This is an optimization exercise on Yosys and OpenROAD, whose aim is small area and a short achievable clock period, not a production implementation.
RTL that was checked went through simulation tests only; none was proved equivalent to the original.
For runs 3 to 6, only the layout was checked, not whether the RTL still works.
No activity file was given, so power comes from the tool's default toggle rates.

**design/flow/design.v**
```verilog
module Camera_To_AXIS_Converter (
    input             clk,
    input             rst,
    input             i_frame_start,
    input             i_data_valid,
    input      [23:0] i_data,
    input      [11:0] i_vres,
    input      [11:0] i_hres,
    input             i_tready,
    output            o_tvalid,
    output            o_tlast,
    output            o_tuser,
    output     [23:0] o_tdata,
    output reg [15:0] o_frames_skipped,
    output reg        o_pushback_detected
);
    reg        fs_d;         
    reg        dv_d0;
    reg        dv_fe, dv_re, fs_re;
    reg        q;            
    reg [11:0] v_count;
    reg [23:0] data_d0;
    wire fs_rise = ~fs_d & i_frame_start;
    always @(posedge clk or posedge rst) begin
        if (rst) begin
            fs_d    <= 1'b0;
            dv_d0   <= 1'b0;
            dv_fe   <= 1'b0;
            dv_re   <= 1'b0;
            fs_re   <= 1'b0;
            q       <= 1'b1;
            v_count <= 12'd0;
        end else begin
            fs_d  <= i_frame_start;
            dv_d0 <= i_data_valid;
            dv_fe <= dv_d0 & ~i_data_valid;
            dv_re <= ~dv_d0 & i_data_valid;
            fs_re <= fs_rise;
            if (fs_re)
                q <= 1'b1;
            else if (dv_re && v_count == 12'd1)
                q <= 1'b0;
            if (fs_rise)
                v_count <= 12'd0;
            else if (dv_fe)
                v_count <= v_count + 12'd1;
        end
    end
    always @(posedge clk)
        data_d0 <= i_data;
    reg r1, r2, r3;
    always @(posedge clk or posedge rst) begin
        if (rst) r1 <= 1'b1;
        else     r1 <= 1'b0;
    end
    always @(posedge clk) begin
        r2 <= r1;
        r3 <= r2;
    end
    reg [6:0] wr_ptr_ahead;
    reg [6:0] wr_ptr;
    reg [6:0] rd_ptr_d1;     
    reg [25:0] mem [0:63];
    wire full_next = (wr_ptr_ahead[6] != rd_ptr_d1[6]) & (wr_ptr_ahead[5:0] == rd_ptr_d1[5:0]);
    wire v_nz_inc  = dv_fe ? (v_count != 12'hfff) : (v_count != 12'd0);
    wire wr_try    = ~full_next & ~r2 & dv_d0 & v_nz_inc;
    wire wr_now    = wr_try & ~fs_rise;
    always @(posedge clk or posedge rst) begin
        if (rst)     wr_ptr_ahead <= 7'd0;
        else if (r2) wr_ptr_ahead <= 7'd0;
        else         wr_ptr_ahead <= wr_ptr_ahead + {6'd0, wr_now};
    end
    always @(posedge clk) begin
        wr_ptr <= wr_ptr_ahead;
        if (wr_try)
            mem[wr_ptr_ahead[5:0]] <= {dv_re & q, dv_d0 & ~i_data_valid, data_d0};
    end
    reg [6:0]  rd_ptr;
    reg [6:0]  wr_ptr_d1, wr_ptr_d2;
    reg        tv0, tv1;
    reg [25:0] st0, st1;
    reg        skip_frame;
    reg        tvalid_q;
    wire empty = rd_ptr == wr_ptr_d2;
    wire ready = i_tready | skip_frame;
    wire ld1   = ready | ~tv1;
    wire ld0   = ld1 | ~tv0;
    wire rd_en = ld0 & ~empty & ~r3;
    reg  [7:0]  ev_lo, od_lo;
    reg  [3:0]  ev_hi, od_hi;
    reg  [25:0] pf_even, pf_odd;
    reg  [25:0] ev_grp [0:3];
    reg  [25:0] od_grp [0:3];
    reg  [25:0] ev_data, od_data;
    integer g, k;
    always @(*) begin
        for (g = 0; g < 4; g = g + 1) begin
            ev_grp[g] = 26'd0;
            od_grp[g] = 26'd0;
            for (k = 0; k < 8; k = k + 1) begin
                ev_grp[g] = ev_grp[g] | (mem[16*g+2*k]   & {26{ev_lo[k]}});
                od_grp[g] = od_grp[g] | (mem[16*g+2*k+1] & {26{od_lo[k]}});
            end
        end
        ev_data = 26'd0;
        od_data = 26'd0;
        for (g = 0; g < 4; g = g + 1) begin
            ev_data = ev_data | (ev_grp[g] & {26{ev_hi[g]}});
            od_data = od_data | (od_grp[g] & {26{od_hi[g]}});
        end
    end
    always @(posedge clk) begin
        pf_even <= ev_data;
        pf_odd  <= od_data;
    end
    wire tv1_next = rst ? 1'b0 : (ld1 ? tv0 : tv1);
    always @(posedge clk) begin
        if (rst) begin
            rd_ptr    <= 7'd0;
            ev_lo     <= 8'd1;
            ev_hi     <= 4'd1;
            od_lo     <= 8'd1;
            od_hi     <= 4'd1;
            rd_ptr_d1 <= 7'd0;
            wr_ptr_d1 <= 7'd0;
            wr_ptr_d2 <= 7'd0;
            tv0       <= 1'b0;
        end else begin
            rd_ptr    <= r3 ? 7'd0 : rd_ptr + {6'd0, rd_en};
            if (r3) begin
                ev_lo <= 8'd1;
                ev_hi <= 4'd1;
                od_lo <= 8'd1;
                od_hi <= 4'd1;
            end else if (rd_en) begin
                if (!rd_ptr[0]) begin
                    ev_lo <= {ev_lo[6:0], ev_lo[7]};
                    if (ev_lo[7]) ev_hi <= {ev_hi[2:0], ev_hi[3]};
                end else begin
                    od_lo <= {od_lo[6:0], od_lo[7]};
                    if (od_lo[7]) od_hi <= {od_hi[2:0], od_hi[3]};
                end
            end
            rd_ptr_d1 <= rd_ptr;
            wr_ptr_d1 <= wr_ptr;
            wr_ptr_d2 <= wr_ptr_d1;
            tv0       <= ~r3 & (~ld0 | ~empty);
        end
        tv1 <= tv1_next;
        if (ld1) st1 <= st0;
        if (ld0) st0 <= rd_ptr[0] ? pf_odd : pf_even;
    end
    reg [13:0] h_cnt1, v_cnt1;
    wire skip_set = tv1 & st1[25] & ~i_tready & ~skip_frame;
    wire skip_end = (h_cnt1 == {2'b00, i_hres}) & (v_cnt1 == {2'b00, i_vres});
    wire h_lt = (i_hres == 12'd0) | (h_cnt1 < {2'b00, i_hres});
    wire v_lt = (i_vres == 12'd0) | (v_cnt1 < {2'b00, i_vres});
    wire [13:0] h_inc = h_cnt1[13] ? 14'd1 : h_cnt1 + 14'd1;
    wire [13:0] v_inc = v_cnt1[13] ? 14'd1 : v_cnt1 + 14'd1;
    wire skip_next = rst ? 1'b0 : skip_set ? 1'b1 : skip_end ? 1'b0 : skip_frame;
    always @(posedge clk) begin
        skip_frame <= skip_next;
        tvalid_q   <= tv1_next & ~skip_next;
        if (rst) begin
            o_frames_skipped    <= 16'd0;
            o_pushback_detected <= 1'b0;
        end else if (skip_set) begin
            o_frames_skipped    <= o_frames_skipped + 16'd1;
            o_pushback_detected <= 1'b1;
        end
        if (rst || !skip_frame) begin
            h_cnt1 <= 14'd1;
            v_cnt1 <= 14'd1;
        end else if (tv1) begin
            if (h_lt) begin
                h_cnt1 <= h_inc;
            end else begin
                h_cnt1 <= 14'd1;
                v_cnt1 <= v_lt ? v_inc : 14'd1;
            end
        end
    end
    assign o_tvalid = tvalid_q;
    assign o_tdata  = st1[23:0];
    assign o_tlast  = st1[24];
    assign o_tuser  = st1[25];
endmodule
module camera_to_axis (
    input          clk,
    input          rst,
    input          i_frame_start,
    input          i_data_valid,
    input  [23:0]  i_data,
    input  [11:0]  i_vres,
    input  [11:0]  i_hres,
    input          i_tready,
    output         o_tvalid,
    output         o_tlast,
    output         o_tuser,
    output [23:0]  o_tdata,
    output [15:0]  o_frames_skipped,
    output         o_pushback_detected
);
    Camera_To_AXIS_Converter u_conv (
        .clk                 (clk),
        .rst                 (rst),
        .i_frame_start       (i_frame_start),
        .i_data_valid        (i_data_valid),
        .i_data              (i_data),
        .i_vres              (i_vres),
        .i_hres              (i_hres),
        .i_tready            (i_tready),
        .o_tvalid            (o_tvalid),
        .o_tlast             (o_tlast),
        .o_tuser             (o_tuser),
        .o_tdata             (o_tdata),
        .o_frames_skipped    (o_frames_skipped),
        .o_pushback_detected (o_pushback_detected)
    );
endmodule
```
**design/flow/flow/run.sh**
```bash
#!/bin/bash
export BUFFER_PORTS_ARGS="-buffer_cell sky130_fd_sc_hd__buf_4"
export CTS_ARGS="-sink_clustering_enable -repair_clock_nets -sink_clustering_size 30 -sink_clustering_max_diameter 60 -dont_use_dummy_load"
bash standard.sh > standard.log 2>&1
```
**design/flow/standard.sh**
```bash
#!/bin/bash
# synth_recipe.tcl (not shown) runs the flow's synth.tcl, then flattens the netlist and writes it again
# the make line also repeats each setting of config.mk as NAME=value (left out here)
make -C /OpenROAD-flow-scripts/flow DESIGN_CONFIG=/design/flow/config.mk WORK_HOME=/design/flow/orfs CLKGATE_MAP_FILE= SYNTH_SCRIPT=/design/flow/synth_recipe.tcl "${@:-finish}"
```
**design/flow/config.mk**
```make
export PLATFORM = sky130hd
export DESIGN_NAME = camera_to_axis
export DESIGN_NICKNAME = camera_to_axis
export VERILOG_FILES = /design/flow/design.v
export SDC_FILE = /design/flow/constraint.sdc
export NUM_CORES = 4
export LEC_CHECK = 0
export CAP_MARGIN = 20
export CORE_MARGIN = 2
export CORE_UTILIZATION = 45
export CTS_CLUSTER_DIAMETER = 60
export CTS_CLUSTER_SIZE = 30
export PLACE_DENSITY = 0.6
export SETUP_SLACK_MARGIN = 2.5
export SLEW_MARGIN = 20
```
**design/flow/constraint.sdc**
```tcl
create_clock -name core_clock -period 5.0 [get_ports {clk}]
set_input_delay 1.0000 -clock core_clock [delete_from_list [all_inputs] [get_ports {clk}]]
set_output_delay 1.0000 -clock core_clock [all_outputs]
set_load 0.01 [all_outputs]
```
==> results of run 1 <==
-- metrics by stage --
| stage | total power [mW] | hold WS, ps | worst slack, ps |
|---|---|---|---|
| floorplan | 18.3 | 329 | 1940 |
| global placement | 18.7 | 386 | 1600 |
| detailed placement | 18.7 | 391 | 1560 |
| CTS | 27.6 | 280 | 2330 |
| global route | 28.2 | 301 | 2280 |
| finish | 27.6 | 330 | 2360 |
-- kinds of logic (layout without fill, tap and decap cells) --
logic type	Yosys count	in the layout	synth area share (%)
flip-flops	1928	1928	80.7
AO/OA/AOI/OAI	1005	1005	10.9
AND/OR/NAND/NOR	626	639	4.80
buffers and inverters	292	599	1.59
multiplexers	52	52	0.798
XOR/XNOR	51	51	0.644
adder cells (fa/ha/maj)	35	35	0.632
other	1	3	0.00541
-- what timing repair did --
| item | in CTS | in global routing |
|---|---|---|
| resized for setup | 263 | 94 |
| gates cloned | 38 | 32 |
| buffers inserted | 121 | 40 |
| setup endpoints to repair | 1691 | 1612 |
| pin swaps | 40 | 33 |
| endpoints found under the hold margin | 0 | 0 |
-- sequential cells by signal (all words and copies together), names as in the netlist, 8 cells and up --
register and count:
u_conv.data_d0 24, u_conv.ev_lo 8, u_conv.h_cnt1 14, u_conv.mem 1664, u_conv.o_frames_skipped 16, u_conv.od_lo 8
u_conv.pf_even 26, u_conv.pf_odd 26, u_conv.st0 26, u_conv.st1 26, u_conv.v_cnt1 14, u_conv.v_count 12
-- routing by layer --
layer / track usage (%) / wire length, microns
met5: 0 / 22
met4: 6.15 / 4800
met3: 4.63 / 21600
met2: 35.7 / 89900
met1: 37.6 / 85100
-- power groups by stage --
stage / Combinational (mW) / Clock (mW) / Sequential [mW]
2_1_floorplan: 0.178 / 0 / 18.1
3_3_place_gp: 0.588 / 0 / 18.1
3_5_place_dp: 0.598 / 0 / 18.1
4_1_cts: 0.630 / 9.29 / 17.7
5_1_grt: 0.706 / 9.83 / 17.7
6_report: 0.673 / 9.18 / 17.7
-- worst reg2reg max path, stage by stage (launching register included) --
cell,delay [ps]
sky130_fd_sc_hd__dfrtp_2,470
sky130_fd_sc_hd__xnor2_2,160
sky130_fd_sc_hd__nand4_1,160
sky130_fd_sc_hd__o32ai_4,120
sky130_fd_sc_hd__nor4b_4,300
sky130_fd_sc_hd__buf_6,160
sky130_fd_sc_hd__nand4b_1,190
sky130_fd_sc_hd__buf_4,220
sky130_fd_sc_hd__buf_16,160
sky130_fd_sc_hd__nor2_4,170
sky130_fd_sc_hd__buf_12,170
-- how the worst max path moves through the flow --
stage / from / to / depth (start not counted)
after floorplan: u_conv.v_count[0] / u_conv.mem[13][0] / 7
after global placement: u_conv.v_count[0] / u_conv.mem[27][19] / 8
after detailed placement: u_conv.v_count[0] / u_conv.mem[27][19] / 8
after CTS: u_conv.v_count[0] / u_conv.mem[38][17] / 10
after global routing: u_conv.wr_ptr_ahead[4] / u_conv.mem[62][14] / 10
final: u_conv.wr_ptr_ahead[3] / u_conv.mem[62][14] / 10
-- cells in the mapped netlist (10+ instances only) --
master / count / area share (%)
sky130_fd_sc_hd__xnor2_1: 22 / 0.28
sky130_fd_sc_hd__nor4_1: 22 / 0.20
sky130_fd_sc_hd__a21oi_1: 11 / 0.079
sky130_fd_sc_hd__edfxtp_1: 1716 / 74
sky130_fd_sc_hd__nor2b_1: 29 / 0.26
sky130_fd_sc_hd__mux2i_1: 26 / 0.38
sky130_fd_sc_hd__inv_1: 37 / 0.20
sky130_fd_sc_hd__nand4_1: 223 / 2.0
sky130_fd_sc_hd__xor2_1: 29 / 0.37
sky130_fd_sc_hd__dfrtp_1: 24 / 0.87
sky130_fd_sc_hd__nor2_1: 143 / 0.77
sky130_fd_sc_hd__buf_1: 42 / 0.23
sky130_fd_sc_hd__a22oi_1: 936 / 10
sky130_fd_sc_hd__o21ai_0: 13 / 0.094
sky130_fd_sc_hd__mux2_2: 26 / 0.42
sky130_fd_sc_hd__clkbuf_1: 209 / 1.1
sky130_fd_sc_hd__nand3_1: 40 / 0.29
sky130_fd_sc_hd__ha_1: 35 / 0.63
sky130_fd_sc_hd__nand2_1: 99 / 0.54
sky130_fd_sc_hd__and3_1: 10 / 0.090
sky130_fd_sc_hd__dfxtp_1: 186 / 5.4
-- final cells by class --
type,instances,area [sq um]
timing repair buffer,440,5900
inverter,37,175
tap,2044,2560
antenna,2,5.00
fill,12000,72200
sequential,1928,56000
clock buffer,121,3030
multi-input combinational,1783,13600
timing repair inverter,1,5.00
==> reports/summary.log, run 1 <==
INFO  route          viasPerCell=6.33
INFO  clocking       postCtsHoldBufs=0
INFO  route          first_iter_violations=6067
INFO  critical_path  critical-path-slowest-cell=sky130_fd_sc_hd__dfrtp_2
INFO  global_route   grt_max_degree=73
INFO  pwr            cell_internal_pwr=22.1mW
INFO  logic_synthesis synthArstFlopShare=1.35%
INFO  clocking       buffer_levels_on_the_longest_clock_path=3
INFO  clocking       worstSkewPairLatency=790ps
INFO  critical_path  critPathArrivalTime=3060ps
INFO  min_path       min_from=i_data[17]
INFO  critical_path  cp_slowest_stage_delay=470ps
INFO  sta            setup_repair_after_global_routing_missed_its_margin=yes
INFO  placement      placedInstanceArea=73600squm
INFO  sta            timing_worst_slew_pin_value=1060ps
INFO  placement      gpl.final_weighted_congestion=0.811
INFO  global_route   number_of_antenna_violations_at_the_first_check_in_global_routing=17
INFO  route          mean_routed_wirelength_per_cell=31.7microns
INFO  placement      io_buffer_count=96
INFO  logic_synthesis ys.warnings.count=3
INFO  cells_and_area final_cell_area_excluding_filler_cells=81300squm
INFO  global_route   groute.usage.overall=24.4%
INFO  logic_synthesis synth_fp_nets=4078
INFO  clocking       cts_tree=built
INFO  cells_and_area post-route-util=53.0%
INFO  sta            setup_violations=0
INFO  pwr            switching_share=20.0%
INFO  die            floorplan.die.width=396microns
INFO  route          postRouteAntennaNets=0
INFO  critical_path  required=5420ps
INFO  logic_synthesis ys.flop_type=sky130_fd_sc_hd__edfxtp_1
INFO  logic_synthesis netlist_instances=3990
INFO  critical_path  worst_path_dominant_cell_family=simple AND/OR/NAND/NOR gates
INFO  sta            fin_setup_tns=0ps
INFO  clocking       cts.sink_count=1928
INFO  sta            fin_worst_skew=82.8ps
INFO  critical_path  r2r_setup_slack=2360ps
INFO  cells_and_area layout_commonest_cell=sky130_fd_sc_hd__edfxtp_1
INFO  route          drt_wl_total=201mm
INFO  min_path       timing.hold.worst.class=in2reg
INFO  critical_path  worst-path-buf-inv=4
INFO  job            timing.max_cap.violations=0
INFO  pwr            total_leakage_power=25.2nW
INFO  logic_synthesis synthDistinctLibCells=59
INFO  clocking       cts.clk_slew.worst_paths=80ps
INFO  critical_path  critical_path.endpoint_type=register
INFO  min_path       min_path_cells=1
INFO  critical_path  path_class=reg2reg
INFO  cells_and_area final_cell_mix=sky130_fd_sc_hd__edfxtp_1, sky130_fd_sc_hd__a22oi_1, sky130_fd_sc_hd__nand4_1, sky130_fd_sc_hd__buf_4, sky130_fd_sc_hd__dfxtp_1
INFO  sta            slew_headroom=29.2%
INFO  logic_synthesis synth-edff-count=1716
INFO  cells_and_area final_cell_count_no_fill=6356
INFO  die            floorplan.die.height=396microns
INFO  cells_and_area final_layout_size_suffix_gt1_share=19.3%
INFO  die            placeableCoreArea=154000squm
INFO  die            design.die.area=157000squm
INFO  sta            report.final.slew_viol_count=0
INFO  global_route   total_congestion_overflow=0
INFO  die            design.portCount=97
INFO  cells_and_area synthToLayoutAreaGrowth=17.3%
INFO  status         outcome=complete, no violations
INFO  sta            final_period_minus_worst_setup_slack=2640ps
INFO  route          drtPass1Iterations=5
INFO  die            rows=144
INFO  route          drc=0
INFO  critical_path  origin_of_the_critical_flop_to_flop_path=u_conv.wr_ptr_ahead[3]
INFO  pwr            seq_power_share=64.2%
INFO  sta            fmax=0.379GHz
INFO  sta            finalHoldViolations=0
INFO  placement      dpl.hpwl=102mm
INFO  critical_path  worstPathCellList=xnor2_2 > nand4_1 > o32ai_4 > nor4b_4 > buf_6 > nand4b_1 > buf_4 > buf_16 > nor2_4 > buf_12
INFO  critical_path  r2r_depth=10
INFO  placement      numPlacedInstances=6002
INFO  global_route   first_global_vias=37600
INFO  clocking       cts_made_buffers=121
INFO  pwr            power.density_cell_area=339nW/um^2
INFO  pwr            power.ir.vdd_worst=0.299mV
INFO  logic_synthesis mean_area_per_synthesized_cell=17.4squm
INFO  die            floorplan.initialDensity=45.2%
INFO  route          dr_total_vias=40200
INFO  pwr            share_comb_of_total_power=2.4%
INFO  logic_synthesis synth_area=69300squm
INFO  logic_synthesis synth_seq_cells=1928
INFO  global_route   grt_pass1_wl=278mm
INFO  critical_path  critical_path_peak_fanout=9
INFO  min_path       hold_path_end=u_conv.data_d0[17]
INFO  cells_and_area finalNetCount=4400
INFO  clocking       cts-root-buf=sky130_fd_sc_hd__clkbuf_16
INFO  sta            post_route_clock_period_utilization=52.7%
INFO  clocking       htree_levels=3
INFO  critical_path  destination_of_the_worst_register_to_register_timing_path=u_conv.mem[62][14]
INFO  critical_path  worst_setup_sp_type=register
INFO  pwr            clock_network_power_share=33.3%
INFO  pwr            power.switching=5.51mW
INFO  logic_synthesis synth_sequential_area_ratio=80.7%
==> run 2: changes to the inputs <==
==> design/flow/run.sh (new file) <==
#!/bin/bash
# synth_recipe.tcl (not shown) runs the flow's synth.tcl, then flattens the netlist and writes it again
# the make line also repeats each setting of config.mk as NAME=value (left out here)
make -C /OpenROAD-flow-scripts/flow DESIGN_CONFIG=/design/flow/config.mk WORK_HOME=/design/flow/orfs CLKGATE_MAP_FILE= SYNTH_SCRIPT=/design/flow/synth_recipe.tcl finish
removed: design/flow/flow/run.sh
removed: design/flow/standard.sh
==> run 2 against run 1 <==
Highest routed layer unchanged. Core utilization up 0.050 points. Critical path depth unchanged. Critical endpoint is now u_conv.mem[41][2]. Synthesized cell count unchanged. First-iteration DRC count down 13%. Still clean on timing, DRC and antenna. Largest cell class unchanged. Largest power group unchanged. Critical path type unchanged. Worst setup slack better by 46 ps.
==> reports/summary.log, run 2 <==
INFO  sta            report.final.slew_viol_count=0 [unchanged]
INFO  route          viasPerCell=6.22 [-1.7%]
INFO  logic_synthesis synth_seq_cells=1928 [unchanged]
INFO  sta            setup_violations=0 [unchanged]
INFO  logic_synthesis ys.warnings.count=3 [unchanged]
INFO  cells_and_area largest_reg_flops=1664 [unchanged]
INFO  logic_synthesis synth-simple-area-share=4.80% [unchanged]
INFO  sta            fmax=0.386GHz [+1.8%]
INFO  logic_synthesis yosys.area_share.adder=0.632% [unchanged]
INFO  cells_and_area final_cell_count_no_fill=6390 [+0.53%]
INFO  status         outcome=complete, no violations
INFO  clocking       worstSkewPairLatency=780ps [about the same]
INFO  placement      numPlacedInstances=6004 [+0.033%]
INFO  clocking       htree_levels=3 [unchanged]
INFO  sta            fin_setup_tns=0ps [unchanged]
INFO  critical_path  critical_path_peak_fanout=12 [+3]
INFO  logic_synthesis netlist_instances=3990 [unchanged]
INFO  clocking       cts_tree=built
INFO  cells_and_area layout_commonest_cell=sky130_fd_sc_hd__edfxtp_1
INFO  logic_synthesis synth_fp_nets=4078 [unchanged]
INFO  pwr            power.density_cell_area=363nW/um^2 [+7.0%]
INFO  cells_and_area post-route-util=53.0% [about the same]
INFO  min_path       timing.hold.worst.class=in2async
INFO  route          first_iter_violations=5252 [-13%]
INFO  clocking       cts-root-buf=sky130_fd_sc_hd__clkbuf_16
INFO  global_route   grt_pass1_wl=277mm [-0.24%]
INFO  die            floorplan.initialDensity=45.2% [unchanged]
INFO  critical_path  critical_path.endpoint_type=register
INFO  logic_synthesis synthDominantCellAreaShare=74.3% [unchanged]
INFO  pwr            cell_internal_pwr=23.0mW [+4.3%]
INFO  die            design.portCount=97 [unchanged]
INFO  logic_synthesis synth-xor-area-share=0.644% [unchanged]
INFO  die            rows=144 [unchanged]
INFO  sta            setup_repair_after_global_routing_missed_its_margin=yes
INFO  pwr            switching_share=22.1% [+2.1 points]
INFO  pwr            seq_power_share=59.9% [-4.3 points]
INFO  sta            finalHoldViolations=0 [unchanged]
INFO  placement      io_buffer_count=96 [unchanged]
INFO  clocking       cts.sink_count=1928 [unchanged]
INFO  sta            fin_worst_skew=45.0ps [-37.7 ps]
INFO  route          drc=0 [unchanged]
INFO  global_route   groute.usage.overall=24.3% [-0.12 points]
INFO  route          postRouteAntennaNets=0 [unchanged]
INFO  logic_synthesis mean_area_per_synthesized_cell=17.4squm [unchanged]
INFO  pwr            share_comb_of_total_power=2.2% [-0.2 points]
INFO  pwr            total_leakage_power=25.2nW [+0.10%]
INFO  logic_synthesis synthDistinctLibCells=59 [unchanged]
INFO  clocking       cts.clk_slew.worst_paths=90ps [about the same]
INFO  cells_and_area final_layout_size_suffix_gt1_share=18.1% [-1.2 points]
INFO  job            timing.max_cap.violations=0 [unchanged]
INFO  logic_synthesis synth_area=69300squm [unchanged]
INFO  logic_synthesis synth_compound_area_share=10.9% [unchanged]
INFO  global_route   first_global_vias=37500 [-0.13%]
INFO  die            design.die.area=157000squm [unchanged]
INFO  sta            timing_worst_slew_pin_value=984ps [-75.8 ps]
INFO  global_route   number_of_antenna_violations_at_the_first_check_in_global_routing=8 [-9]
INFO  route          mean_routed_wirelength_per_cell=30.9microns [-2.6%]
INFO  global_route   total_congestion_overflow=0 [unchanged]
INFO  logic_synthesis ys.flop_type=sky130_fd_sc_hd__edfxtp_1
INFO  placement      dpl.hpwl=102mm [-0.43%]
INFO  cells_and_area final_cell_mix=sky130_fd_sc_hd__edfxtp_1, sky130_fd_sc_hd__a22oi_1, sky130_fd_sc_hd__nand4_1, sky130_fd_sc_hd__clkbuf_16, sky130_fd_sc_hd__dfxtp_1
INFO  logic_synthesis synth-edff-count=1716 [unchanged]
INFO  route          drt_wl_total=197mm [-2.1%]
INFO  die            placeableCoreArea=154000squm [unchanged]
INFO  sta            slew_headroom=34.4% [+5.2 points]
INFO  global_route   grt_max_degree=88 [+21%]
INFO  critical_path  path_class=reg2reg
INFO  placement      placedInstanceArea=73900squm [+0.41%]
INFO  die            floorplan.die.width=396microns [unchanged]
INFO  placement      gpl.final_weighted_congestion=0.801 [-1.2%]
INFO  logic_synthesis ys_top_cells_by_area=sky130_fd_sc_hd__edfxtp_1, sky130_fd_sc_hd__a22oi_1, sky130_fd_sc_hd__dfxtp_1
INFO  cells_and_area synthToLayoutAreaGrowth=17.4% [about the same]
INFO  clocking       cts_made_buffers=121 [unchanged]
INFO  logic_synthesis synth_mux_area_share=0.798% [unchanged]
INFO  cells_and_area final_cell_area_excluding_filler_cells=81400squm [about the same]
INFO  logic_synthesis yosys.area.top_type=sky130_fd_sc_hd__edfxtp_1
INFO  route          dr_total_vias=39800 [-1.2%]
INFO  cells_and_area finalNetCount=4325 [-1.7%]
INFO  logic_synthesis synth_top_family_by_area=compound AO/OA/AOI/OAI gates
INFO  clocking       postCtsHoldBufs=0 [unchanged]
INFO  die            floorplan.die.height=396microns [unchanged]
INFO  logic_synthesis synth_sequential_area_ratio=80.7% [unchanged]
INFO  sta            post_route_clock_period_utilization=51.8% [-0.93 points]
INFO  clocking       buffer_levels_on_the_longest_clock_path=3 [unchanged]
INFO  sta            final_period_minus_worst_setup_slack=2590ps [-46.4 ps]
INFO  critical_path  worst_setup_sp_type=register
INFO  logic_synthesis synthTopCellsByCount=sky130_fd_sc_hd__edfxtp_1, sky130_fd_sc_hd__a22oi_1, sky130_fd_sc_hd__nand4_1
INFO  critical_path  critPathArrivalTime=3060ps [about the same]
INFO  critical_path  required=5470ps [+50 ps]
INFO  route          drtPass1Iterations=5 [unchanged]
INFO  pwr            power.switching=6.52mW [+18%]
INFO  logic_synthesis most_frequent_cell_after_synthesis=sky130_fd_sc_hd__edfxtp_1
INFO  pwr            clock_network_power_share=37.8% [+4.5 points]
INFO  critical_path  r2r_depth=10 [unchanged]
INFO  logic_synthesis synthArstFlopShare=1.35% [unchanged]
INFO  pwr            power.ir.vdd_worst=0.308mV [+3.0%]
## run 2: cell counts after synthesis
No cell type changed its count.
## run 2: power groups by stage
stage,clock [mW],sequential [mW],combinational (mW)
floorplan,0,18.1,0.178
global placement,0,18.1,0.610
detailed placement,0,18.1,0.627
CTS,11.3,17.7,0.640
global route,11.9,17.7,0.694
finish,11.2,17.7,0.657
## run 2: worst max-delay path: stages (launching register included)
cell	delay, ps
sky130_fd_sc_hd__dfrtp_1	410
sky130_fd_sc_hd__and3_4	180
sky130_fd_sc_hd__and3_4	170
sky130_fd_sc_hd__and3_4	190
sky130_fd_sc_hd__nor4b_4	280
sky130_fd_sc_hd__buf_4	180
sky130_fd_sc_hd__buf_6	90
sky130_fd_sc_hd__nand3b_1	120
sky130_fd_sc_hd__buf_12	190
sky130_fd_sc_hd__nor2_4	240
sky130_fd_sc_hd__buf_12	210
## run 2: area by class of cell
class,instances,area (sq um)
clock inverters,96,1210
inverters,37,175
flip-flops and latches,1928,56000
repair buffers,366,4620
multi-input cells,1783,13600
diodes,3,7.51
clock buffers,133,3180
fillers,12100,72100
well taps,2044,2560
## run 2: repair_timing
item	4_1_cts	5_1_grt
gates resized for setup	240	170
setup endpoints to repair	1782	1651
pin swaps	38	29
hold endpoints to repair	0	0
cloned	15	19
buffers inserted	104	16
## run 2: final timing paths
path	start	endpoint	slack (ps)
hold / removal	rst	u_conv.v_count[6]	360
setup reg to reg	u_conv.v_count[7]	u_conv.mem[41][2]	2410
setup / recovery	u_conv.v_count[7]	u_conv.mem[41][2]	2410
min in group core_clock	u_conv.r1	u_conv.r2	400
hold reg to reg	u_conv.r1	u_conv.r2	400
max in group asynchronous	rst	u_conv.wr_ptr_ahead[1]	4160
## run 2: cell families after synthesis
group / after synthesis
buffers and inverters: 292
muxes: 52
adders and majority gates: 35
AOI/OAI and AO/OA: 1005
and+or+nand+nor: 626
other: 1
xor gates and xnor gates: 51
DFF: 1928
## run 2: stage by stage
step	setup WS, ps	hold slack (ps)	total power [mW]
2_1_floorplan	1940	329	18.3
3_3_place_gp	1250	387	18.7
3_5_place_dp	1210	387	18.7
6_report	2410	364	29.5
5_1_grt	2320	381	30.3
4_1_cts	2410	333	29.7
## run 2: routing by layer
| metal | up-vias | track usage [%] | wire length, microns |
|---|---|---|---|
| met5 | - | 0 | 60 |
| met4 | 8 | 5.49 | 3880 |
| met3 | 200 | 4.75 | 20400 |
| met2 | 2041 | 35.8 | 87800 |
| met1 | 20700 | 37.4 | 85000 |
| li1 | 16800 | - | - |
==> run 3: changes to the inputs <==
--- a/design/flow/design.v
+++ b/design/flow/design.v
@@ -19,6 +19,7 @@
     reg        dv_fe, dv_re, fs_re;
     reg        q;            
     reg [11:0] v_count;
+    reg        v_zero, v_one, v_max;    
     reg [23:0] data_d0;
     wire fs_rise = ~fs_d & i_frame_start;
     always @(posedge clk or posedge rst) begin
@@ -30,6 +31,9 @@
             fs_re   <= 1'b0;
             q       <= 1'b1;
             v_count <= 12'd0;
+            v_zero  <= 1'b1;
+            v_one   <= 1'b0;
+            v_max   <= 1'b0;
         end else begin
             fs_d  <= i_frame_start;
             dv_d0 <= i_data_valid;
@@ -38,12 +42,19 @@
             fs_re <= fs_rise;
             if (fs_re)
                 q <= 1'b1;
-            else if (dv_re && v_count == 12'd1)
+            else if (dv_re && v_one)
                 q <= 1'b0;
-            if (fs_rise)
+            if (fs_rise) begin
                 v_count <= 12'd0;
-            else if (dv_fe)
+                v_zero  <= 1'b1;
+                v_one   <= 1'b0;
+                v_max   <= 1'b0;
+            end else if (dv_fe) begin
                 v_count <= v_count + 12'd1;
+                v_zero  <= v_max;
+                v_one   <= v_zero;
+                v_max   <= v_count == 12'hffe;
+            end
         end
     end
     always @(posedge clk)
@@ -62,7 +73,7 @@
     reg [6:0] rd_ptr_d1;     
     reg [25:0] mem [0:63];
     wire full_next = (wr_ptr_ahead[6] != rd_ptr_d1[6]) & (wr_ptr_ahead[5:0] == rd_ptr_d1[5:0]);
-    wire v_nz_inc  = dv_fe ? (v_count != 12'hfff) : (v_count != 12'd0);
+    wire v_nz_inc  = dv_fe ? ~v_max : ~v_zero;
     wire wr_try    = ~full_next & ~r2 & dv_d0 & v_nz_inc;
     wire wr_now    = wr_try & ~fs_rise;
     always @(posedge clk or posedge rst) begin
--- a/design/flow/config.mk
+++ b/design/flow/config.mk
@@ -5,11 +5,11 @@
 export SDC_FILE = /design/flow/constraint.sdc
 export NUM_CORES = 4
 export LEC_CHECK = 0
-export CAP_MARGIN = 20
+export CAP_MARGIN = 0
 export CORE_MARGIN = 2
 export CORE_UTILIZATION = 45
 export CTS_CLUSTER_DIAMETER = 60
 export CTS_CLUSTER_SIZE = 30
 export PLACE_DENSITY = 0.6
 export SETUP_SLACK_MARGIN = 2.5
-export SLEW_MARGIN = 20
+export SLEW_MARGIN = 0
==> run 3 against run 2 <==
Still clean. Clock-buffer cell count is 12 lower. Register-to-register slack worse by 70 ps. Worst setup slack worse by 69 ps. Critical endpoint is now u_conv.mem[45][8].
==> reports/summary.log, run 3 <==
INFO  status         outcome=complete, no violations
INFO  logic_synthesis synth_mux_area_share=0.827% [+0.030 points]
INFO  cells_and_area post-route-util=53.2% [+0.23 points]
INFO  job            timing.max_cap.violations=0 [unchanged]
INFO  placement      io_buffer_count=96 [unchanged]
INFO  logic_synthesis netlist_instances=3983 [-0.18%]
INFO  clocking       cts-root-buf=sky130_fd_sc_hd__clkbuf_16
INFO  die            design.portCount=97 [unchanged]
INFO  route          drt_wl_total=196mm [-0.46%]
INFO  cells_and_area finalNetCount=4402 [+1.8%]
INFO  cells_and_area layout.filler_cells=12000 [-0.46%]
INFO  sta            setup_violations=0 [unchanged]
INFO  die            floorplan.die.height=396microns [about the same]
INFO  pwr            power.ir.vdd_worst=0.312mV [+1.3%]
INFO  clocking       cts.clk_slew.worst_paths=90ps [about the same]
INFO  pwr            clock_network_power_share=38.1% [+0.3 points]
INFO  pwr            power.switching=6.36mW [-2.5%]
INFO  global_route   groute.usage.overall=24.2% [-0.084 points]
INFO  global_route   number_of_antenna_violations_at_the_first_check_in_global_routing=8 [unchanged]
INFO  cells_and_area layout_commonest_cell=sky130_fd_sc_hd__edfxtp_1
INFO  sta            slew_headroom=27.7% [-6.7 points]
INFO  logic_synthesis synthDominantCellAreaShare=74.4% [about the same]
INFO  logic_synthesis ys_top_cells_by_area=sky130_fd_sc_hd__edfxtp_1, sky130_fd_sc_hd__a22oi_1, sky130_fd_sc_hd__dfxtp_1
INFO  pwr            cell_internal_pwr=23.0mW [about the same]
INFO  logic_synthesis synth_top_family_by_area=compound AO/OA/AOI/OAI gates
INFO  cells_and_area largest_reg_flops=1664 [unchanged]
INFO  clocking       cts.sink_count=1931 [+0.16%]
INFO  logic_synthesis synthTopCellsByCount=sky130_fd_sc_hd__edfxtp_1, sky130_fd_sc_hd__a22oi_1, sky130_fd_sc_hd__nand4_1
INFO  critical_path  path_class=reg2reg
INFO  route          dr_total_vias=40200 [+1.1%]
INFO  global_route   grt_pass1_wl=276mm [-0.30%]
INFO  sta            final_period_minus_worst_setup_slack=2660ps [+68.5 ps]
INFO  global_route   total_congestion_overflow=0 [unchanged]
INFO  logic_synthesis synth-edff-count=1716 [unchanged]
INFO  cells_and_area final_layout_size_suffix_gt1_share=18.6% [+0.57 points]
INFO  logic_synthesis ys.flop_type=sky130_fd_sc_hd__edfxtp_1
INFO  sta            report.final.slew_viol_count=0 [unchanged]
INFO  sta            fin_worst_skew=59.1ps [+14.1 ps]
INFO  logic_synthesis synth_sequential_area_ratio=80.8% [+0.18 points]
INFO  pwr            power.density_cell_area=362nW/um^2 [-0.31%]
INFO  placement      numPlacedInstances=5947 [-0.95%]
INFO  route          viasPerCell=6.23 [+0.10%]
INFO  route          mean_routed_wirelength_per_cell=30.4microns [-1.5%]
INFO  clocking       cts_tree=built
INFO  placement      dpl.hpwl=99.6mm [-1.9%]
INFO  pwr            total_leakage_power=25.4nW [+0.70%]
INFO  sta            fin_setup_tns=0ps [unchanged]
INFO  logic_synthesis mean_area_per_synthesized_cell=17.4squm [about the same]
INFO  logic_synthesis synth-simple-area-share=4.68% [-0.12 points]
INFO  logic_synthesis synth_area=69300squm [about the same]
INFO  sta            setup_repair_after_global_routing_missed_its_margin=yes
INFO  critical_path  critical_path.endpoint_type=register
INFO  logic_synthesis synth-xor-area-share=0.632% [-0.012 points]
INFO  die            floorplan.initialDensity=45.4% [+0.28 points]
INFO  die            floorplan.die.width=396microns [about the same]
INFO  clocking       htree_levels=3 [unchanged]
INFO  logic_synthesis synth_compound_area_share=10.9% [about the same]
INFO  clocking       worstSkewPairLatency=800ps [+20 ps]
INFO  clocking       buffer_levels_on_the_longest_clock_path=3 [unchanged]
INFO  cells_and_area final_cell_count_no_fill=6454 [+1.0%]
INFO  die            placeableCoreArea=152000squm [-0.69%]
INFO  cells_and_area final_cell_mix=sky130_fd_sc_hd__edfxtp_1, sky130_fd_sc_hd__a22oi_1, sky130_fd_sc_hd__nand4_1, sky130_fd_sc_hd__buf_4, sky130_fd_sc_hd__dfxtp_1
INFO  logic_synthesis yosys.area.top_type=sky130_fd_sc_hd__edfxtp_1
INFO  logic_synthesis synth_fp_nets=4070 [-0.20%]
INFO  route          postRouteAntennaNets=0 [unchanged]
INFO  global_route   first_global_vias=37800 [+0.69%]
INFO  min_path       timing.hold.worst.class=reg2reg
INFO  sta            timing_worst_slew_pin_value=1080ps [+98.0 ps]
INFO  placement      gpl.final_weighted_congestion=0.820 [+2.4%]
INFO  logic_synthesis synthDistinctLibCells=56 [-5.1%]
INFO  critical_path  required=5440ps [-30 ps]
INFO  logic_synthesis synth_seq_cells=1931 [+0.16%]
INFO  logic_synthesis most_frequent_cell_after_synthesis=sky130_fd_sc_hd__edfxtp_1
INFO  sta            fmax=0.376GHz [-2.6%]
INFO  global_route   grt_max_degree=96 [+9.1%]
INFO  die            design.die.area=157000squm [about the same]
INFO  critical_path  worst_setup_sp_type=register
INFO  sta            post_route_clock_period_utilization=53.2% [+1.4 points]
INFO  pwr            seq_power_share=60.1% [+0.2 points]
INFO  critical_path  critPathArrivalTime=3100ps [+40 ps]
INFO  route          drc=0 [unchanged]
INFO  cells_and_area synthToLayoutAreaGrowth=17.2%
INFO  pwr            share_comb_of_total_power=1.8% [-0.4 points]
INFO  route          first_iter_violations=5622 [+7.0%]
INFO  route          drtPass1Iterations=6 [+1]
INFO  logic_synthesis ys.warnings.count=3 [unchanged]
INFO  clocking       cts_made_buffers=118 [-2.5%]
INFO  critical_path  critical_path_peak_fanout=21 [+9]
INFO  sta            finalHoldViolations=0 [unchanged]
INFO  die            rows=143 [-0.69%]
INFO  pwr            switching_share=21.7% [-0.42 points]
INFO  logic_synthesis synthArstFlopShare=1.50% [+0.15 points]
INFO  logic_synthesis yosys.area_share.adder=0.614% [-0.018 points]
==> run 3: cell types whose count changed after synthesis, sizes merged, moves of 5 or more <==
cell    delta
clkbuf     -9
nor4b      -6
nor4       -9
xnor2      -6
xor2       +5
o41ai      -5
o22a       -6
o21ai      +6
o21bai     +6
nor2       +5
==> run 3: kinds of logic (layout without fill, tap and decap cells) <==
logic type,Yosys count,count (layout)
simple gates,624,678
fa+ha+maj,34,34
xor+xnor,50,50
other cells,1,5
compound gates,1011,1011
buf+inv,278,661
mux,54,54
flops,1931,1931
==> run 3: critical path, cell delays in order, from the launching register on <==
cell and delay, ps:
sky130_fd_sc_hd__dfrtp_2 400, sky130_fd_sc_hd__buf_4 190, sky130_fd_sc_hd__nor2b_1 520, sky130_fd_sc_hd__nand2_4 460, sky130_fd_sc_hd__nor2_4 370, sky130_fd_sc_hd__buf_6 330
==> run 3: through the flow <==
step,setup slack [ps],hold WS (ps),area (sq um),total power [mW]
detailed placement,1410,390,73300,18.5
global placement,1410,388,73300,18.5
CTS,1870,403,79900,29.5
floorplan,1970,342,69500,18.2
finish,2340,401,81100,29.4
global route,2310,404,81100,30.1
==> run 3: final cells by class <==
class                      count  area [sq um]  area share, %
antenna                        4          10.0         0.0123
clock buffer                 121          2990           3.68
clock inverter               104          1380           1.70
inverter                      34           146          0.180
multi-input combinational   1828         13700           16.9
sequential                  1931         56100           69.1
tap                         2030          2540           3.13
timing repair buffer         401          4250           5.24
timing repair inverter         1          5.00        0.00617
==> run 3: power groups by stage <==
stage | Sequential, mW | Combinational, mW | Clock, mW
floorplan | 18.1 | 0.111 | 0
global route | 17.6 | 0.554 | 11.9
detailed placement | 18.0 | 0.498 | 0
CTS | 17.6 | 0.508 | 11.3
finish | 17.6 | 0.524 | 11.2
global placement | 18.0 | 0.487 | 0
==> run 3: final timing paths <==
check	cells after the start	start	slack (ps)	to
setup / recovery	5	u_conv.wr_ptr_ahead[2]	2340	u_conv.mem[45][8]
min in group asynchronous	2	rst	540	u_conv.wr_ptr_ahead[0]
setup reg to reg	5	u_conv.wr_ptr_ahead[2]	2340	u_conv.mem[45][8]
max in group asynchronous	2	rst	3990	u_conv.dv_fe
hold reg to reg	0	u_conv.r1	400	u_conv.r2
hold / removal	0	u_conv.r1	400	u_conv.r2
==> run 3: repair_timing <==
action,in CTS,in global routing
hold buffers,0,0
buffers inserted,161,62
setup endpoints to repair,1755,1615
resized for setup,143,92
pin swaps,80,47
cloned,43,12
==> run 3: layer usage <==
layer  up-vias  global-route usage [%]  part of all wire [%]
li1      17000                       -                     -
met4         4                    5.28                   2.3
met2      2174                    36.6                    45
met3       267                    4.43                    10
met5         -                       0                 0.014
met1     20700                    36.7                    43
==> run 4: changes to the inputs <==
--- a/design/flow/config.mk
+++ b/design/flow/config.mk
@@ -5,11 +5,11 @@
 export SDC_FILE = /design/flow/constraint.sdc
 export NUM_CORES = 4
 export LEC_CHECK = 0
-export CAP_MARGIN = 0
+export CAP_MARGIN = 20
 export CORE_MARGIN = 2
 export CORE_UTILIZATION = 45
 export CTS_CLUSTER_DIAMETER = 60
 export CTS_CLUSTER_SIZE = 30
 export PLACE_DENSITY = 0.6
 export SETUP_SLACK_MARGIN = 2.5
-export SLEW_MARGIN = 0
+export SLEW_MARGIN = 20
==> run 4 against run 3 <==
Still clean. Clock-buffer cell count is the same. Worst setup slack gained 34 ps. Wire length grew 0.34%. Total power is essentially flat. Worst hold slack is essentially flat. Clock power is essentially flat. Largest cell class unchanged. Largest power group unchanged.
==> reports/summary.log, run 4 <==
INFO  global_route   first_global_vias=37800 [unchanged]
INFO  job            timing.max_cap.violations=0 [unchanged]
INFO  cells_and_area layout.filler_cells=12000 [-0.13%]
INFO  sta            slew_headroom=28.5% [+0.73 points]
INFO  route          dr_total_vias=40300 [+0.22%]
INFO  route          drc=0 [unchanged]
INFO  clocking       cts.sink_count=1931 [unchanged]
INFO  sta            report.final.slew_viol_count=0 [unchanged]
INFO  placement      dpl.hpwl=99.6mm [unchanged]
INFO  route          drtPass1Iterations=8 [+2]
INFO  cells_and_area layout_commonest_cell=sky130_fd_sc_hd__edfxtp_1
INFO  die            rows=143 [unchanged]
INFO  logic_synthesis synth_seq_cells=1931 [unchanged]
INFO  cells_and_area synthToLayoutAreaGrowth=17.3%
INFO  global_route   total_congestion_overflow=0 [unchanged]
INFO  sta            fin_setup_tns=0ps [unchanged]
INFO  route          drt_wl_total=197mm [+0.34%]
INFO  global_route   number_of_antenna_violations_at_the_first_check_in_global_routing=7 [-1]
INFO  cells_and_area finalNetCount=4410 [+0.18%]
INFO  min_path       timing.hold.worst.class=reg2reg
INFO  sta            fin_ws=2370ps [+33.6 ps]
INFO  pwr            power.density_cell_area=362nW/um^2 [about the same]
INFO  logic_synthesis most_frequent_cell_after_synthesis=sky130_fd_sc_hd__edfxtp_1
INFO  sta            timing_worst_slew_pin_value=1070ps [-11.0 ps]
INFO  sta            final_period_minus_worst_setup_slack=2630ps [-33.6 ps]
INFO  sta            setup_violations=0 [unchanged]
INFO  logic_synthesis ys.flop_type=sky130_fd_sc_hd__edfxtp_1
INFO  global_route   groute.usage.overall=24.2% [unchanged]
INFO  die            placeableCoreArea=152000squm [unchanged]
INFO  status         outcome=complete, no violations
INFO  clocking       cts-root-buf=sky130_fd_sc_hd__clkbuf_16
INFO  logic_synthesis synthTopCellsByCount=sky130_fd_sc_hd__edfxtp_1, sky130_fd_sc_hd__a22oi_1, sky130_fd_sc_hd__nand4_1
INFO  critical_path  critical_path_peak_fanout=17 [-19%]
INFO  sta            fin_worst_skew=62.7ps [+3.56 ps]
INFO  cells_and_area post-route-util=53.3% [+0.057 points]
INFO  clocking       cts.clk_slew.worst_paths=90ps [about the same]
INFO  route          viasPerCell=6.23 [about the same]
INFO  global_route   grt_pass1_wl=276mm [unchanged]
INFO  route          mean_routed_wirelength_per_cell=30.5microns [+0.22%]
INFO  sta            setup_repair_after_global_routing_missed_its_margin=yes
INFO  die            floorplan.initialDensity=45.4% [unchanged]
INFO  critical_path  critPathArrivalTime=3090ps [about the same]
INFO  clocking       htree_levels=3 [unchanged]
INFO  die            floorplan.die.height=396microns [unchanged]
INFO  clocking       buffer_levels_on_the_longest_clock_path=3 [unchanged]
INFO  global_route   grt_max_degree=96 [unchanged]
INFO  cells_and_area largest_reg_flops=1664 [unchanged]
INFO  die            design.die.area=157000squm [unchanged]
INFO  cells_and_area seqCellArea=56100squm [unchanged]
INFO  placement      detailedPlace.worstSlack=1410ps [unchanged]
INFO  critical_path  required=5460ps [+20 ps]
INFO  logic_synthesis ys_top_cells_by_area=sky130_fd_sc_hd__edfxtp_1, sky130_fd_sc_hd__a22oi_1, sky130_fd_sc_hd__dfxtp_1
INFO  logic_synthesis synthDistinctLibCells=56 [unchanged]
INFO  clocking       worstSkewPairLatency=800ps [about the same]
INFO  placement      io_buffer_count=96 [unchanged]
INFO  placement      gpl.final_weighted_congestion=0.820 [unchanged]
INFO  logic_synthesis synthDominantCellAreaShare=74.4% [unchanged]
INFO  sta            fmax=0.381GHz [+1.3%]
INFO  die            design.portCount=97 [unchanged]
INFO  logic_synthesis mean_area_per_synthesized_cell=17.4squm [unchanged]
INFO  cells_and_area final_cell_mix=sky130_fd_sc_hd__edfxtp_1, sky130_fd_sc_hd__a22oi_1, sky130_fd_sc_hd__nand4_1, sky130_fd_sc_hd__buf_4, sky130_fd_sc_hd__dfxtp_1
INFO  route          first_iter_violations=5700 [+1.4%]
INFO  logic_synthesis ys.warnings.count=3 [unchanged]
INFO  critical_path  worst_setup_sp_type=register
INFO  logic_synthesis synth-edff-count=1716 [unchanged]
INFO  sta            post_route_clock_period_utilization=52.5% [-0.67 points]
INFO  clocking       cts_made_buffers=118 [unchanged]
INFO  sta            finalHoldViolations=0 [unchanged]
INFO  logic_synthesis synthArstFlopShare=1.50% [unchanged]
INFO  critical_path  path_class=reg2reg
INFO  critical_path  critical_path.endpoint_type=register
INFO  cells_and_area multi_input_comb_area=13700squm [about the same]
INFO  logic_synthesis synth_area=69300squm [unchanged]
INFO  pwr            power.ir.vdd_worst=0.314mV [+0.53%]
INFO  cells_and_area final_layout_size_suffix_gt1_share=18.8% [+0.15 points]
INFO  clocking       cts_tree=built
INFO  logic_synthesis netlist_instances=3983 [unchanged]
INFO  logic_synthesis synth_fp_nets=4070 [unchanged]
INFO  logic_synthesis yosys.area.top_type=sky130_fd_sc_hd__edfxtp_1
INFO  pwr            total_leakage_power=25.5nW [+0.21%]
INFO  logic_synthesis synth_sequential_area_ratio=80.8% [unchanged]
INFO  die            floorplan.die.width=396microns [unchanged]
INFO  route          postRouteAntennaNets=0 [unchanged]
==> run 4: cell types whose count changed in the layout (fill, tap and decap cells not counted) <==
cell                       change
sky130_fd_sc_hd__buf_12        +1
sky130_fd_sc_hd__buf_16        +1
sky130_fd_sc_hd__buf_4         +6
sky130_fd_sc_hd__buf_6         +1
sky130_fd_sc_hd__clkbuf_8      -1
sky130_fd_sc_hd__mux2i_2       +1
sky130_fd_sc_hd__mux2i_4       -1
sky130_fd_sc_hd__nor2_2        -1
sky130_fd_sc_hd__nor2_4        +1
==> run 4: cell families (layout without fill, tap and decap cells) <==
family	count (synthesis)	in the layout	share of synthesized area [%]
multiplexers	54	54	0.827
XOR/XNOR	50	50	0.632
adder cells (fa/ha/maj)	34	34	0.614
flip-flops	1931	1931	80.8
AND/OR/NAND/NOR	624	678	4.68
other	1	5	0.00541
AO/OA/AOI/OAI	1011	1011	10.9
buffers and inverters	278	669	1.52
==> run 4: what timing repair did <==
action	4_1_cts	5_1_grt
buffers inserted	161	69
cloned	43	12
endpoints found under the setup margin	1755	1622
gates resized for setup	143	90
pin swaps	80	48
hold buffers	0	0
==> run 4: cell type report <==
type                    count  share of cell area [%]
repair buffers            409                    5.34
diodes                      4                  0.0123
well taps                2030                    3.13
repair inverters            1                 0.00616
clock buffers             121                    3.67
inverters                  34                   0.180
clock inverters           104                    1.70
multi-input cells        1828                    16.9
flip-flops and latches   1931                    69.1
==> run 4: per-stage QoR <==
step | std cells | area (sq um) | hold slack, ps | total power, mW
2_1_floorplan | 3983 | 69500 | 342 | 18.2
3_3_place_gp | 5947 | 73300 | 388 | 18.5
3_5_place_dp | 5947 | 73300 | 390 | 18.5
4_1_cts | 6376 | 79900 | 403 | 29.5
5_1_grt | 6458 | 81200 | 404 | 30.1
6_report | 6462 | 81200 | 401 | 29.4
==> run 4: worst max-delay path, cell delays in order, from the launching register on <==
cell                      delay [ps]
sky130_fd_sc_hd__dfrtp_2         470
sky130_fd_sc_hd__buf_4           150
sky130_fd_sc_hd__buf_4           130
sky130_fd_sc_hd__nor2_1          610
sky130_fd_sc_hd__nand2_8         360
sky130_fd_sc_hd__nor2_4          310
sky130_fd_sc_hd__buf_8           240
==> run 4: where the power goes <==
group	switching (mW)	total (mW)	internal (mW)
sequential	0.0545	17.6	17.6
clock	5.92	11.2	5.28
combinational	0.401	0.524	0.123
==> run 4: worst paths after layout <==
| kind | start | to | slack, ps | cells after the start |
|---|---|---|---|---|
| max in group asynchronous | rst | u_conv.dv_fe | 4010 | 2 |
| min in group asynchronous | rst | u_conv.wr_ptr_ahead[0] | 530 | 2 |
| worst max register to register | u_conv.wr_ptr_ahead[1] | u_conv.mem[24][12] | 2370 | 6 |
| worst min register to register | u_conv.r1 | u_conv.r2 | 400 | 0 |
| worst min-delay path | u_conv.r1 | u_conv.r2 | 400 | 0 |
| worst max-delay path | u_conv.wr_ptr_ahead[1] | u_conv.mem[24][12] | 2370 | 6 |
==> run 4: layer usage <==
layer  track usage (%)  up-vias  share of wire (%)
met5                 0        -              0.014
met4              5.28        4                2.2
met3              4.43      252                 10
met2              36.6     2221                 45
met1              36.7    20800                 42
li1                  -    17000                  -
==> run 5: changes to the inputs <==
--- a/design/flow/config.mk
+++ b/design/flow/config.mk
@@ -7,9 +7,9 @@
 export LEC_CHECK = 0
 export CAP_MARGIN = 20
 export CORE_MARGIN = 2
-export CORE_UTILIZATION = 45
+export CORE_UTILIZATION = 55
 export CTS_CLUSTER_DIAMETER = 60
 export CTS_CLUSTER_SIZE = 30
-export PLACE_DENSITY = 0.6
+export PLACE_DENSITY = 0.7
 export SETUP_SLACK_MARGIN = 2.5
 export SLEW_MARGIN = 20
==> run 5 against run 4 <==
Still clean on timing, DRC and antenna. Sequential cell count is the same. Non-clock buffer count shrank 102. Clock-buffer cell count shrank 1. Core utilization increased by 10 points. Clock skew fell by 15 ps. Total power decreased by 0.83%. Final area decreased by 2.5%. Sequential power is essentially flat. Fmax down 7.8%. Wire length fell by 6.6%. First-iteration DRC count increased by 7.2%. Critical path type unchanged. Highest routed layer unchanged.
==> reports/summary.log, run 5 <==
INFO  status         outcome=complete, no violations
INFO  sta            fmax=0.351GHz [-7.8%]
INFO  logic_synthesis yosys.area.top_type=sky130_fd_sc_hd__edfxtp_1
INFO  sta            timing_worst_slew_pin_value=1110ps [+37.7 ps]
INFO  cells_and_area synthToLayoutAreaGrowth=14.4%
INFO  logic_synthesis ys_top_cells_by_area=sky130_fd_sc_hd__edfxtp_1, sky130_fd_sc_hd__a22oi_1, sky130_fd_sc_hd__dfxtp_1
INFO  die            floorplan.die.height=359microns [-9.5%]
INFO  critical_path  critical_path.endpoint_type=register
INFO  route          drt_wl_total=184mm [-6.6%]
INFO  critical_path  required=5370ps [-90 ps]
INFO  logic_synthesis synthArstFlopShare=1.50% [unchanged]
INFO  clocking       cts-root-buf=sky130_fd_sc_hd__clkbuf_16
INFO  cells_and_area multi_input_comb_area=13400squm [-2.4%]
INFO  critical_path  critPathArrivalTime=3220ps [+130 ps]
INFO  logic_synthesis synth-edff-count=1716 [unchanged]
INFO  sta            finalHoldViolations=0 [unchanged]
INFO  route          drc=0 [unchanged]
INFO  die            floorplan.die.width=359microns [-9.5%]
INFO  job            timing.max_cap.violations=0 [unchanged]
INFO  clocking       cts.clk_slew.worst_paths=100ps [about the same]
INFO  placement      dpl.hpwl=94.3mm [-5.3%]
INFO  cells_and_area final_cell_mix=sky130_fd_sc_hd__edfxtp_1, sky130_fd_sc_hd__a22oi_1, sky130_fd_sc_hd__nand4_1, sky130_fd_sc_hd__buf_4, sky130_fd_sc_hd__dfxtp_1
INFO  sta            final.hold.worst_slack=403ps [+1.87 ps]
INFO  placement      detailedPlace.worstSlack=1420ps [+4.68 ps]
INFO  logic_synthesis synth_fp_nets=4070 [unchanged]
INFO  logic_synthesis synth_seq_cells=1931 [unchanged]
INFO  route          viasPerCell=6.76 [+8.4%]
INFO  global_route   total_congestion_overflow=0 [unchanged]
INFO  min_path       timing.hold.worst.class=reg2reg
INFO  logic_synthesis most_frequent_cell_after_synthesis=sky130_fd_sc_hd__edfxtp_1
INFO  cells_and_area final_cell_count_no_fill=5933 [-8.2%]
INFO  logic_synthesis mean_area_per_synthesized_cell=17.4squm [unchanged]
INFO  placement      io_buffer_count=96 [unchanged]
INFO  cells_and_area final_layout_size_suffix_gt1_share=15.9% [-2.8 points]
INFO  logic_synthesis synthTopCellsByCount=sky130_fd_sc_hd__edfxtp_1, sky130_fd_sc_hd__a22oi_1, sky130_fd_sc_hd__nand4_1
INFO  clocking       worstSkewPairLatency=770ps [-30 ps]
INFO  cells_and_area largest_reg_flops=1664 [unchanged]
INFO  clocking       htree_levels=3 [unchanged]
INFO  global_route   grt_pass1_wl=260mm [-6.0%]
INFO  pwr            power.ir.vdd_worst=0.291mV [-7.4%]
INFO  die            design.die.area=129000squm [-18%]
INFO  sta            slew_headroom=25.9% [-2.5 points]
INFO  logic_synthesis netlist_instances=3983 [unchanged]
INFO  sta            final_period_minus_worst_setup_slack=2850ps [+222 ps]
INFO  logic_synthesis ys.warnings.count=3 [unchanged]
INFO  cells_and_area finalNetCount=4271 [-3.2%]
INFO  route          first_iter_violations=6113 [+7.2%]
INFO  global_route   grt_max_degree=107 [+11%]
INFO  logic_synthesis synth_sequential_area_ratio=80.8% [unchanged]
INFO  global_route   first_global_vias=38200 [+0.97%]
INFO  critical_path  r2r_setup_slack=2150ps [-220 ps]
INFO  critical_path  origin_of_the_critical_flop_to_flop_path=u_conv.wr_ptr_ahead[5]
INFO  critical_path  critical_path_peak_fanout=26 [+9]
INFO  clocking       cts_tree=built
INFO  sta            report.final.slew_viol_count=0 [unchanged]
INFO  sta            post_route_clock_period_utilization=57.0% [+4.4 points]
INFO  critical_path  worst_setup_sp_type=register
INFO  critical_path  r2r_depth=4 [-2]
INFO  logic_synthesis synthDominantCellAreaShare=74.4% [unchanged]
INFO  global_route   groute.usage.overall=27.5% [+3.2 points]
INFO  placement      numPlacedInstances=5575 [-6.3%]
INFO  pwr            total_leakage_power=24.8nW [-2.7%]
INFO  critical_path  endpoint=u_conv.mem[8][2]
INFO  sta            fin_setup_tns=0ps [unchanged]
INFO  sta            fin_ws=2150ps [-222 ps]
INFO  cells_and_area seqCellArea=56100squm [about the same]
INFO  die            design.portCount=97 [unchanged]
INFO  die            floorplan.initialDensity=55.3% [+9.9 points]
INFO  critical_path  destination_of_the_worst_register_to_register_timing_path=u_conv.mem[8][2]
INFO  sta            setup_repair_after_global_routing_missed_its_margin=yes
INFO  logic_synthesis synth_area=69300squm [unchanged]
INFO  route          mean_routed_wirelength_per_cell=31.0microns [+1.8%]
INFO  sta            fin_worst_skew=47.8ps [-14.9 ps]
INFO  cells_and_area layout.filler_cells=8491 [-29%]
INFO  critical_path  path_class=reg2reg
INFO  pwr            power.density_cell_area=368nW/um^2 [+1.7%]
INFO  global_route   number_of_antenna_violations_at_the_first_check_in_global_routing=4 [-3]
INFO  route          postRouteAntennaNets=0 [unchanged]
INFO  cells_and_area post-route-util=63.3% [+10 points]
INFO  clocking       cts_made_buffers=114 [-3.4%]
INFO  cells_and_area antenna_cells_inserted=0 [-4]
INFO  critical_path  worstSetupStartpoint=u_conv.wr_ptr_ahead[5]
INFO  logic_synthesis ys.flop_type=sky130_fd_sc_hd__edfxtp_1
INFO  clocking       buffer_levels_on_the_longest_clock_path=3 [unchanged]
INFO  route          drtPass1Iterations=5 [-3]
INFO  die            rows=130 [-9.1%]
INFO  cells_and_area layout_commonest_cell=sky130_fd_sc_hd__edfxtp_1
INFO  die            placeableCoreArea=125000squm [-18%]
INFO  logic_synthesis synthDistinctLibCells=56 [unchanged]
INFO  route          dr_total_vias=40100 [-0.51%]
INFO  sta            setup_violations=0 [unchanged]
INFO  clocking       cts.sink_count=1931 [unchanged]
INFO  placement      gpl.final_weighted_congestion=0.821 [about the same]
[run 5: cell counts after synthesis]
No cell type changed its count.
[run 5: how the worst min path moves through the flow]
stage / end / startpoint / slack (ps) / cells past startpoint
final: u_conv.r2 / u_conv.r1 / 400 / 0
after global routing: u_conv.r2 / u_conv.r1 / 410 / 0
after CTS: u_conv.r2 / u_conv.r1 / 400 / 0
after detailed placement: u_conv.r2 / u_conv.r1 / 390 / 0
after global placement: u_conv.r2 / u_conv.r1 / 390 / 0
after floorplan: u_conv.wr_ptr[2] / u_conv.wr_ptr_ahead[2] / 340 / 0
[run 5: metal layers]
| layer | vias to the layer above | track usage (%) | wire length, microns |
|---|---|---|---|
| met5 | - | 0 | 63 |
| met4 | 4 | 9.45 | 6580 |
| met3 | 342 | 5.75 | 21500 |
| met2 | 2652 | 42.1 | 83800 |
| met1 | 20400 | 39.6 | 72100 |
| li1 | 16700 | - | - |
[run 5: worst max-delay path, cell delays in order, from the launching register on]
cell and delay, ps:
sky130_fd_sc_hd__dfrtp_2 440, sky130_fd_sc_hd__buf_4 170, sky130_fd_sc_hd__nor2_1 80, sky130_fd_sc_hd__nand2_1 630, sky130_fd_sc_hd__nor2_4 1110
[run 5: area by class of cell]
class	instances	area share (%)
Sequential cell	1931	70.8
Multi-Input combinational cell	1795	16.9
Timing Repair Buffer	307	4.14
Clock buffer	120	3.64
Tap cell	1650	2.61
Clock inverter	95	1.70
Inverter	34	0.185
Timing Repair inverter	1	0.00632
[run 5: cells by family (layout without fill, tap and decap cells)]
kind of cell,count (synthesis),count (layout),synth area share [%]
simple gates,624,645,4.68
xor+xnor,50,50,0.632
other cells,1,1,0.00541
buf+inv,278,557,1.52
mux,54,54,0.827
flops,1931,1931,80.8
compound gates,1011,1011,10.9
fa+ha+maj,34,34,0.614
[run 5: metrics by stage]
stage                     area [sq um]  total power, mW
final                            79200             29.1
after global placement           72700             18.5
after global routing             79200             29.8
after detailed placement         72700             18.5
after CTS                        77900             29.2
after floorplan                  69500             18.2
[run 5: repair_timing]
| action | in CTS | in global routing |
|---|---|---|
| gates cloned | 10 | 14 |
| hold buffers | 0 | 0 |
| setup buffers | 41 | 77 |
| endpoints found under the hold margin | 0 | 0 |
| endpoints found under the setup margin | 1738 | 1474 |
| pin swaps | 21 | 34 |
| gates resized for setup | 151 | 73 |
[run 5: power by group]
group	switching [mW]	internal (mW)	leakage [nW]
Combinational	0.360	0.121	5.20
Sequential	0.0673	17.6	17.5
Clock	5.70	5.29	2.06
==> run 6: changes to the inputs <==
--- a/design/flow/config.mk
+++ b/design/flow/config.mk
@@ -7,9 +7,9 @@
 export LEC_CHECK = 0
 export CAP_MARGIN = 20
 export CORE_MARGIN = 2
-export CORE_UTILIZATION = 55
+export CORE_UTILIZATION = 60
 export CTS_CLUSTER_DIAMETER = 60
 export CTS_CLUSTER_SIZE = 30
-export PLACE_DENSITY = 0.7
+export PLACE_DENSITY = 0.75
 export SETUP_SLACK_MARGIN = 2.5
 export SLEW_MARGIN = 20
==> run 6 against run 5 <==
Wire length increased by 3.3%. Clock skew shrank 2.6 ps. Sequential power about the same. Worst hold slack improved by 8.4 ps. Clock-buffer cell count increased by 6. Sequential cell count is the same.
==> reports/summary.log, run 6 <==
INFO  route          route.met3.wl=26.5mm [+23%]
INFO  logic_synthesis synth_fp_nets=4070 [unchanged]
INFO  cells_and_area largest_reg_flops=1664 [unchanged]
INFO  sta            slew_headroom=34.1% [+8.1 points]
INFO  pwr            seq_power_share=61.2% [+0.6 points]
INFO  route          mean_routed_wirelength_per_cell=32.7microns [+5.3%]
INFO  global_route   grt_pass1_wl=269mm [+3.4%]
INFO  route          viasPerCell=7.07 [+4.6%]
INFO  pwr            design_power_total=28.8mW [-0.97%]
INFO  critical_path  worst_setup_sp_type=register
INFO  sta            finalHoldViolations=0 [unchanged]
INFO  logic_synthesis synth-edff-count=1716 [unchanged]
INFO  route          detailed_route_wire_length_on_metal_1=69.9mm [-3.0%]
INFO  die            floorplan.die.height=344microns [-4.2%]
INFO  route          dr_total_vias=41100 [+2.6%]
INFO  sta            fin_worst_skew=45.2ps [-2.57 ps]
INFO  pwr            power.density_cell_area=363nW/um^2 [-1.3%]
INFO  route          met2WireLength=86.5mm [+3.3%]
INFO  route          topmost_layer_with_routed_signal_wires=met5
INFO  sta            final_period_minus_worst_setup_slack=2560ps [-288 ps]
INFO  logic_synthesis ys.flop_type=sky130_fd_sc_hd__edfxtp_1
INFO  clocking       htree_levels=3 [unchanged]
INFO  die            design.die.area=118000squm [-8.2%]
INFO  clocking       cts.sink_count=1931 [unchanged]
INFO  route          drc=0 [unchanged]
INFO  pwr            power.ir.vdd_worst=0.361mV [+24%]
INFO  logic_synthesis netlist_instances=3983 [unchanged]
INFO  sta            post_route_clock_period_utilization=51.2% [-5.8 points]
INFO  logic_synthesis mean_area_per_synthesized_cell=17.4squm [unchanged]
INFO  clocking       cts.clk_slew.worst_paths=90ps [about the same]
INFO  die            floorplan.initialDensity=60.6% [+5.3 points]
INFO  cells_and_area finalNetCount=4293 [+0.52%]
INFO  pwr            clock_network_power_share=37.0% [-0.7 points]
INFO  route          postRouteAntennaNets=0 [unchanged]
INFO  min_path       timing.hold.worst.class=reg2reg
INFO  clocking       postCtsHoldBufs=0 [unchanged]
INFO  clocking       cts_tree=built
INFO  clocking       cts_made_buffers=112 [-1.8%]
INFO  sta            fmax=0.391GHz [+11%]
INFO  logic_synthesis ys.warnings.count=3 [unchanged]
INFO  status         outcome=complete, no violations
INFO  route          drt_wl_total=190mm [+3.3%]
INFO  cells_and_area antenna_cells_inserted=0 [unchanged]
INFO  critical_path  required=5570ps [+200 ps]
INFO  pwr            share_comb_of_total_power=1.8% [about the same]
INFO  sta            setup_repair_after_global_routing_missed_its_margin=yes
INFO  critical_path  critPathArrivalTime=3130ps [-90 ps]
INFO  placement      gpl.final_weighted_congestion=0.822 [+0.13%]
INFO  pwr            switching_share=21.1% [+0.051 points]
## run 6: cell counts after synthesis
No cell type changed its count.
## run 6: metal layers
metal / track usage [%] / vias up
met5: 0 / -
met4: 10.9 / 8
met3: 7.31 / 448
met2: 47.6 / 3375
met1: 45.8 / 20600
li1: - / 16700
## run 6: power groups by stage
stage,Sequential [mW],Combinational (mW),Clock (mW)
2_1_floorplan,18.1,0.111,0
3_3_place_gp,18.0,0.453,0
3_5_place_dp,18.0,0.467,0
4_1_cts,17.6,0.484,10.7
5_1_grt,17.7,0.534,11.3
6_report,17.6,0.510,10.7
## run 6: cells by family after synthesis
logic type      after synthesis  share of synthesized area (%)
buf+inv                     278                           1.52
simple gates                624                           4.68
flops                      1931                           80.8
other cells                   1                        0.00541
fa+ha+maj                    34                          0.614
compound gates             1011                           10.9
xor+xnor                     50                          0.632
mux                          54                          0.827
## run 6: worst paths after layout
| check | from | end | slack [ps] | cells past startpoint |
|---|---|---|---|---|
| max | u_conv.od_lo[0] | u_conv.pf_odd[8] | 2440 | 5 |
| min | u_conv.r1 | u_conv.r2 | 410 | 0 |
| max reg2reg | u_conv.od_lo[0] | u_conv.pf_odd[8] | 2440 | 5 |
| min reg2reg | u_conv.r1 | u_conv.r2 | 410 | 0 |
| max in group asynchronous | rst | u_conv.dv_fe | 3840 | 2 |
| min in group asynchronous | rst | u_conv.v_count[7] | 520 | 2 |
## run 6: repair_timing
item                                    4_1_cts  5_1_grt
gates resized for setup                     189       79
cloned                                       34        1
setup buffers                               103       25
pin swaps                                    66       27
endpoints found under the setup margin     1743     1579
## run 6: final cells by class
cell class	instances	area, sq um
clock buffers	126	2970
clock inverters	86	1130
fillers	6724	34800
inverters	34	146
multi-input cells	1806	13600
flip-flops and latches	1931	56100
well taps	1512	1890
repair buffers	320	3690
repair inverters	1	5.00
## run 6: critical path: stages (launching register included)
cell	delay [ps]
sky130_fd_sc_hd__dfxtp_4	590
sky130_fd_sc_hd__buf_4	400
sky130_fd_sc_hd__a22oi_1	240
sky130_fd_sc_hd__nand4_1	190
sky130_fd_sc_hd__a22oi_1	680
sky130_fd_sc_hd__nand2_1	270
## run 6: through the flow
stage | instances | area (sq um) | hold slack (ps) | utilization (%) | setup WS, ps
after detailed placement | 5441 | 72600 | 388 | 63.5 | 1430
after global routing | 5816 | 79500 | 416 | 69.5 | 2430
final | 5816 | 79500 | 411 | 69.5 | 2440
after CTS | 5790 | 78900 | 391 | 69.0 | 2430
after global placement | 5441 | 72600 | 387 | 63.5 | 1440
after floorplan | 3983 | 69500 | 342 | - | 1970

Check on run 6: ideal ports give 2.440 ns setup slack; a clkbuf_16 on the clock port and buf_2 on the inputs give 2.440 ns; moving port delays by the midpoint clock arrival (0.800 ns) as well gives 1.734 ns.
